From an optimization exercise on the open Yosys and OpenROAD flow, aimed at small area and a short achievable clock period; shortcuts taken in it are not production practice. RTL that was checked went through simulation tests only; none was proved equivalent to the original. Power and IR drop assume default switching activity.

## mult_man
module mult_man (
  input clk, input rstn, input data_rdy,
  input [16:0] mult1_signed, input [16:0] mult2_signed,
  output [31:0] res, output [33:0] res_signed, output res_rdy, output [32:0] res_final);
  wire v0 = data_rdy;
  wire w1;
  mult_nor2 u2 (.y(w1), .a(mult1_signed[1]), .b(mult1_signed[0]));
  wire w3;
  mult_nor2 u4 (.y(w3), .a(mult1_signed[3]), .b(mult1_signed[2]));
  wire w5;
  mult_nor2 u6 (.y(w5), .a(mult1_signed[5]), .b(mult1_signed[4]));
  wire w7;
  mult_nor2 u8 (.y(w7), .a(mult1_signed[7]), .b(mult1_signed[6]));
  wire w9;
  mult_nor2 u10 (.y(w9), .a(mult1_signed[9]), .b(mult1_signed[8]));
  wire w11;
  mult_nor2 u12 (.y(w11), .a(mult1_signed[11]), .b(mult1_signed[10]));
  wire w13;
  mult_nor2 u14 (.y(w13), .a(mult1_signed[13]), .b(mult1_signed[12]));
  wire w15;
  mult_nor2 u16 (.y(w15), .a(mult1_signed[15]), .b(mult1_signed[14]));
  wire w17;
  ...
Size: roughly 1,500 cells after synthesis, about 140 I/O pins.
clock: 4.5 ns
lec_check: 0
cap_margin: 20
core_margin: 2
core_utilization: 40
cts_buf_list: sky130_fd_sc_hd__clkbuf_16
cts_cluster_diameter: 80
cts_cluster_size: 30
setup_slack_margin: 2.5
slew_margin: 20
synth_hierarchical: 1
tns_end_percent: 0
standard.sh (not shown) runs the stock make flow with config.mk's settings and CLKGATE_MAP_FILE= SYNTH_SCRIPT=/design/flow/synth_recipe.tcl, a recipe that flattens the netlist after the stock synthesis.
==> flow/flow/run.sh <==
#!/bin/bash
# The standard layout (standard.sh) with two changes:
# - the port buffers that buffer_ports inserts are sky130_fd_sc_hd__buf_2 cells (resized later as
#   needed) instead of the delay cell buffer_ports picks by itself; every port still gets one;
# - ABC maps the design's small gate modules for a 1 fF load instead of 5 fF, so that it does
#   not pick x2/x4 drive strengths for single gates (the resizer upsizes where timing needs it).
set -euo pipefail
bash standard.sh 'BUFFER_PORTS_ARGS=-buffer_cell sky130_fd_sc_hd__buf_2' ABC_LOAD_IN_FF=1 finish > standard_flow.log 2>&1
Edit:
- SETUP_SLACK_MARGIN: 2.5 -> 2.45
Outcome:
- global-route usage rises by 0.18 points
- sequential cell count is unchanged
- routed wire length grows by about 1.4%
- core utilization fell by 0.32 points
- count of clock-buffer cells in the layout is unchanged
- first-iteration DRC count rose by 17%
- setup slack got worse by 60 ps
- clock skew came out higher by 3.9 ps
- worst hold slack is better by 3.9 ps
- power stays flat
- design area falls by about 0.7%
Edit:
- SETUP_SLACK_MARGIN: 2.45 -> 2.4
- The new run finished clean
- routed wire length went down by about 2.5%
- global-route usage shrinks by 0.24 points
- die area is unchanged
- clock power is lower by about 8%
- worst setup slack got worse by 15 ps
- final cell count hardly moves
- clock-buffer cell count stays the same
- non-clock buffer count fell by 3
Edit:
- CTS_BUF_LIST: sky130_fd_sc_hd__clkbuf_16 -> unset
- CTS_CLUSTER_DIAMETER: 80 -> unset
- CTS_CLUSTER_SIZE: 30 -> unset
- SETUP_SLACK_MARGIN: 2.4 -> 2.55
Outcome: Cell count grows by 3.7%. Count of clock-buffer cells in the layout came out higher by 22. Critical path depth drops by 1. Area after synthesis does not change. Design area is higher by 8.4%. Core utilization goes up by 3.7 points. Sequential power increases by about 3%. Worst hold slack degrades by 6.0 ps. Wire length increases by 9.2%. Maximum frequency increases by 3.0%.
Edit:
- CTS_BUF_LIST: unset -> sky130_fd_sc_hd__clkbuf_16
- CTS_CLUSTER_DIAMETER: unset -> 80
- CTS_CLUSTER_SIZE: unset -> 30
Result: The new run finished clean. Power falls by roughly a tenth. Clock power fell by well over a third. Synthesized cell count is unchanged. Setup slack improved by 14 ps. Hold slack improves by 9.6 ps. Global-route usage falls by 0.30 points. Synthesized area stays the same. Combinational power is lower by a few percent. Via count falls slightly. Fmax rises slightly. Non-clock buffer count came out lower by 19.

* * *

mult_man, a different RTL version from the one above (not shown whole).
For scale: roughly 1400 cells after synthesis, about 260 flip-flops, about 140 I/O pins, roughly 0.015 mm2 of cells after synthesis.
==> flow/config.mk <==
export PLATFORM = sky130hd
export DESIGN_NAME = mult_man
export DESIGN_NICKNAME = mult_man
export VERILOG_FILES = /design/flow/design.v
export SDC_FILE = /design/flow/constraint.sdc
export NUM_CORES = 4
export LEC_CHECK = 0
export ABC_CLOCK_PERIOD_IN_PS = 2000
export CAP_MARGIN = 20
export CORE_MARGIN = 2
export CORE_UTILIZATION = 40
export SETUP_SLACK_MARGIN = 2.4
export SLEW_MARGIN = 20
export SYNTH_HIERARCHICAL = 1
export TNS_END_PERCENT = 0
==> flow/constraint.sdc <==
create_clock -name core_clock -period 4.5 [get_ports {clk}]
set_input_delay 0.9000 -clock core_clock [delete_from_list [all_inputs] [get_ports {clk}]]
set_output_delay 0.9000 -clock core_clock [all_outputs]
set_load 0.01 [all_outputs]
run.sh (not shown) runs the stock make flow with config.mk's settings and CLKGATE_MAP_FILE= SYNTH_SCRIPT=/design/flow/synth_recipe.tcl, a recipe that flattens the netlist after the stock synthesis.
Stock flow here: none of the scripts above is used.
Then changed:
==> flow/flow/run.sh (new file) <==
#!/bin/bash
# The standard layout (standard.sh), with one change: the port buffers that buffer_ports
# inserts are sky130_fd_sc_hd__buf_1 cells (later resized as needed) instead of the delay cell
# buffer_ports picks by itself. Every input and output port still gets its buffer.
set -euo pipefail
bash standard.sh 'BUFFER_PORTS_ARGS=-buffer_cell sky130_fd_sc_hd__buf_1' finish > standard_flow.log 2>&1
==> flow/standard.sh (new file) <==
#!/bin/bash
# synth_recipe.tcl (not shown) runs the flow's synth.tcl, then flattens the netlist and writes it again
# the make line also repeats each setting of config.mk as NAME=value (left out here)
make -C /OpenROAD-flow-scripts/flow DESIGN_CONFIG=/design/flow/config.mk WORK_HOME=/design/flow/orfs CLKGATE_MAP_FILE= SYNTH_SCRIPT=/design/flow/synth_recipe.tcl "${@:-finish}"
removed: flow/run.sh
What happened:
- The changed run passed the timing, design-rule and antenna checks
- die area is unchanged
- power goes up by 4.4%
- worst setup slack is better by 8.2 ps
- via count goes up by 6.6%

* * *

mult_man, a different RTL version from the one above (not shown whole).
Size in the first run: about 140 I/O pins.
==> flow/config.mk <==
export PLATFORM = sky130hd
export DESIGN_NAME = mult_man
export DESIGN_NICKNAME = mult_man
export VERILOG_FILES = /design/flow/design.v
export SDC_FILE = /design/flow/constraint.sdc
export NUM_CORES = 4
export LEC_CHECK = 0
export ABC_CLOCK_PERIOD_IN_PS = 2000
export CAP_MARGIN = 20
export CORE_MARGIN = 2
export CORE_UTILIZATION = 40
export SLEW_MARGIN = 20
==> flow/constraint.sdc <==
create_clock -name core_clock -period 4.5 [get_ports {clk}]
set_input_delay 0.9000 -clock core_clock [delete_from_list [all_inputs] [get_ports {clk}]]
set_output_delay 0.9000 -clock core_clock [all_outputs]
set_load 0.01 [all_outputs]
Stock flow here: none of the scripts above is used.
The starting point finished with timing, DRC and antenna clean.
Rerun with:
--- a/flow/config.mk
+++ b/flow/config.mk
@@ -11,0 +12 @@
+export SETUP_SLACK_MARGIN = 2.4
What happened:
- The changed run completed without violations
- cell area climbs by roughly a tenth
- total power increases by roughly a tenth
- wire length is higher by a few percent
- worst setup slack gains 470 ps
- clock power hardly moves
Function was not checked in any run of this note: the RTL went through the layout flow alone.

* * *

RTL: one of the versions met above, not the one the previous note started from.
Size: roughly 1500 cells after synthesis, about 260 flip-flops, about 140 I/O pins, roughly 0.015 mm^2 of cells after synthesis.
export LEC_CHECK = 0
export CAP_MARGIN = 20
export CORE_MARGIN = 2
export CORE_UTILIZATION = 40
export SETUP_SLACK_MARGIN = 2.3
export SLEW_MARGIN = 20
export SYNTH_HIERARCHICAL = 1
export TNS_END_PERCENT = 0
create_clock -name core_clock -period 4.5 [get_ports {clk}]
standard.sh (not shown) runs the stock make flow with config.mk's settings and CLKGATE_MAP_FILE= SYNTH_SCRIPT=/design/flow/synth_recipe.tcl, a recipe that flattens the netlist after the stock synthesis.
==> flow/flow/run.sh <==
#!/bin/bash
# The standard layout (standard.sh) with two changes:
# - the port buffers that buffer_ports inserts are sky130_fd_sc_hd__buf_2 cells (resized later as
#   needed) instead of the delay cell buffer_ports picks by itself; every port still gets one;
# - ABC maps the design's small gate modules for a 1 fF load instead of 5 fF, so that it does
#   not pick x2/x4 drive strengths for single gates (the resizer upsizes where timing needs it).
set -euo pipefail
bash standard.sh 'BUFFER_PORTS_ARGS=-buffer_cell sky130_fd_sc_hd__buf_2' ABC_LOAD_IN_FF=1 finish > standard_flow.log 2>&1
The starting point completed with no timing, DRC or antenna violations.
Change:
Settings changed: SETUP_SLACK_MARGIN 2.3 to 2.45.
Outcome: Synthesized area stays the same; power is higher by 1.3%; wire length rose by 2.8%; critical path depth is unchanged; first-iteration DRC count came out higher by 9.7%; worst setup slack gains 0.14 ns.
Change:
Settings changed: CTS_BUF_LIST set to sky130_fd_sc_hd__clkbuf_16, CTS_CLUSTER_DIAMETER set to 80, CTS_CLUSTER_SIZE set to 30, SETUP_SLACK_MARGIN 2.45 to 2.6.
Sequential share of layout area fell by 1.0 points.
Cell area is higher by 4.1%.
Maximum frequency climbs by 3.0%.
Synthesized area is unchanged.
Sequential cell count stays the same.
Worst hold slack is better by 0.0036 ns.
Wire length rises by 4.7%.
Die area does not change.

* * *

== try-nickel ==
Another version of the RTL of mult_man (not shown whole).
For scale: about 1,400 cells after synthesis, about 260 flip-flops, ~140 I/O pins, about 0.015 sq mm of cells after synthesis.
clock: 4.5 ns
lec_check: 0
abc_clock_period_in_ps: 2000
cap_margin: 20
core_margin: 2
core_utilization: 60
place_density: 0.75
setup_slack_margin: 2.4
slew_margin: 20
synth_hierarchical: 1
tns_end_percent: 0
run.sh (not shown) runs the stock make flow with config.mk's settings and CLKGATE_MAP_FILE= SYNTH_SCRIPT=/design/flow/synth_recipe.tcl, a recipe that flattens the netlist after the stock synthesis.
Stock flow here: none of the scripts above is used.
try-nickel finished every stage and its layout cleared the timing, design-rule and antenna checks.
> inputs changed (try-nickel -> try-zinc)
==> flow/flow/run.sh (new file) <==
#!/bin/bash
# The standard layout (standard.sh), with one change: the port buffers that buffer_ports
# inserts are sky130_fd_sc_hd__buf_2 cells (later resized as needed) instead of the delay cell
# buffer_ports picks by itself. Every input and output port still gets its buffer.
set -euo pipefail
bash standard.sh 'BUFFER_PORTS_ARGS=-buffer_cell sky130_fd_sc_hd__buf_2' finish > standard_flow.log 2>&1
==> flow/standard.sh (new file) <==
#!/bin/bash
# synth_recipe.tcl (not shown) runs the flow's synth.tcl, then flattens the netlist and writes it again
# the make line also repeats each setting of config.mk as NAME=value (left out here)
make -C /OpenROAD-flow-scripts/flow DESIGN_CONFIG=/design/flow/config.mk WORK_HOME=/design/flow/orfs CLKGATE_MAP_FILE= SYNTH_SCRIPT=/design/flow/synth_recipe.tcl "${@:-finish}"
-- flow/config.mk --
<<< try-nickel, line 9
export CAP_MARGIN = 20
export CORE_MARGIN = 2
export CORE_UTILIZATION = 60
export PLACE_DENSITY = 0.75
export SETUP_SLACK_MARGIN = 2.4
export SLEW_MARGIN = 20
export SYNTH_HIERARCHICAL = 1
>>> try-zinc, line 9
export CAP_MARGIN = 20
export CORE_MARGIN = 2
export CORE_UTILIZATION = 40
export SETUP_SLACK_MARGIN = 2.3
export SLEW_MARGIN = 20
export SYNTH_HIERARCHICAL = 1
removed: flow/run.sh
Results
Layout filler cell count (lower): try-nickel. On worst hold margin, try-zinc and try-nickel are basically level. Looking at overall global routing resource usage, try-zinc sits 7.1 points lower than try-nickel does. Where internal reg-to-reg setup slack is concerned, try-nickel is outperformed by try-zinc. Number of instances resized during post-cts repair delta for try-zinc relative to try-nickel: 2 higher. try-nickel → try-zinc: clock-pin transition on the worst setup and hold timing paths ~0 delta, achievable frequency +4.2%.
Changes in try-sierra relative to try-zinc:
-- flow/config.mk --
<<< try-zinc, line 10
export CORE_MARGIN = 2
export CORE_UTILIZATION = 40
export SETUP_SLACK_MARGIN = 2.3
export SLEW_MARGIN = 20
export SYNTH_HIERARCHICAL = 1
>>> try-sierra, line 10
export CORE_MARGIN = 2
export CORE_UTILIZATION = 40
export SETUP_SLACK_MARGIN = 2.4
export SLEW_MARGIN = 20
export SYNTH_HIERARCHICAL = 1
Results
As far as count of antenna diodes in the layout goes, try-sierra and try-zinc are indistinguishable; the numbers are identical. Going from try-zinc to try-sierra, the routed wire length was found to have gone up by 3200 microns. Delta (try-sierra minus try-zinc): share of layout cells above drive strength 1 up 6.8 points, area of all placed cells without fillers now sits higher. Looking at synthesis-to-layout area growth across try-sierra and try-zinc, the one that comes out higher is try-sierra. In try-sierra the global-route usage turned out 1.6 points higher than in try-zinc. In try-sierra the number of setup buffers added after CTS turned out 92 higher than in try-zinc. ~same synthesized cell area in try-sierra and try-zinc. Async set-reset flop share out of synthesis: try-zinc vs try-sierra identical.
The inputs of try-delta differ from those of try-sierra as listed below.
==> flow/run.sh (new file) <==
#!/bin/bash
# synth_recipe.tcl (not shown) runs the flow's synth.tcl, then flattens the netlist and writes it again
# the make line also repeats each setting of config.mk as NAME=value (left out here)
make -C /OpenROAD-flow-scripts/flow DESIGN_CONFIG=/design/flow/config.mk WORK_HOME=/design/flow/orfs CLKGATE_MAP_FILE= SYNTH_SCRIPT=/design/flow/synth_recipe.tcl finish
-- flow/config.mk --
<<< try-sierra, line 10
export CORE_MARGIN = 2
export CORE_UTILIZATION = 40
export SETUP_SLACK_MARGIN = 2.4
export SLEW_MARGIN = 20
>>> try-delta, line 10
export CORE_MARGIN = 2
export CORE_UTILIZATION = 40
export GPL_TIMING_DRIVEN = 1
export SETUP_SLACK_MARGIN = 2.4
export SLEW_MARGIN = 20
removed: flow/flow/run.sh
removed: flow/standard.sh
Findings:
p1_am_6 as the startpoint of the worst setup timing path was reported by try-delta, and p1_bm_4 by try-sierra.
Where cell area is concerned, try-sierra is outperformed by try-delta.
try-delta vs. try-sierra: met2 track demand over resource in global routing fell 1.5 points, layout-stage area growth over the synthesis result decreased by 5.9 points relative to the old numbers, setup slack decreased 0.084 ns, floorplan die area now sits at about the same level.
No run of this note included a check of the RTL's function; only the layout flow was run.

[separate check: timing with driven ports]
No port has a modelled driver above. Below, the same layouts with a new extraction and two added sets of constraints.
Step 1: set_driving_cell puts a clkbuf_16 on clk and a buf_2 on each other input, an assumption about the parent block.
Step 2 moves the port delays by t, midway between the first and last clock arrival at a register: inputs arrive t later, outputs are due t later. That takes back most of the time a late clock gives input paths.
Three values: ideal, step 1, step 2; two values: the first two.
run	shift t [ns]	slack for setup (ns)	hold slack, ns	clock arrival spread, ns
the first run of note 1	0.545	2.485 / 2.485 / 2.175	0.333 / 0.333 / 0.333	0.024 / 0.024
the second run of note 1	0.556	2.424 / 2.424 / 2.120	0.337 / 0.337 / 0.337	0.027 / 0.027
the third run of note 1	0.548	2.409 / 2.409 / 2.103	0.332 / 0.332 / 0.332	0.034 / 0.034
the fourth run of note 1	0.607	2.470 / 2.461 / 2.192	0.326 / 0.326 / 0.326	0.020 / 0.020
the fifth run of note 1	0.550	2.484 / 2.484 / 2.206	0.335 / 0.335 / 0.335	0.029 / 0.030
the first run of note 2	0.581	2.210 / 2.160 / 1.909	0.329 / 0.329 / 0.329	0.014 / 0.014
the second run of note 2	0.613	2.218 / 2.218 / 2.218	0.326 / 0.326 / 0.326	0.028 / 0.028
the first run of note 3	0.583	1.324 / 1.324 / 1.229	0.312 / 0.312 / 0.312	0.025 / 0.025
the second run of note 3	0.583	1.798 / 1.798 / 1.787	0.324 / 0.324 / 0.324	0.025 / 0.025
the first run of note 4	0.593	2.300 / 2.300 / 2.028	0.305 / 0.277 / 0.329	0.023 / 0.024
the second run of note 4	0.596	2.438 / 2.438 / 2.108	0.328 / 0.328 / 0.328	0.025 / 0.024
the third run of note 4	0.528	2.499 / 2.499 / 2.290	0.332 / 0.332 / 0.332	0.022 / 0.023
try-nickel	0.573	2.159 / 2.150 / 1.990	0.327 / 0.327 / 0.327	0.009 / 0.009
try-zinc	0.598	2.254 / 2.254 / 2.254	0.328 / 0.328 / 0.328	0.016 / 0.016
try-sierra	0.576	2.282 / 2.282 / 2.259	0.325 / 0.325 / 0.325	0.010 / 0.010
try-delta	0.583	2.198 / 2.161 / 1.965	0.327 / 0.327 / 0.327	0.015 / 0.015
After both steps setup and hold are still met in every run listed. For the second run of note 4, which loses most, drivers alone change the setup slack by 0.000 ns; drivers and shift together by -0.330 ns.
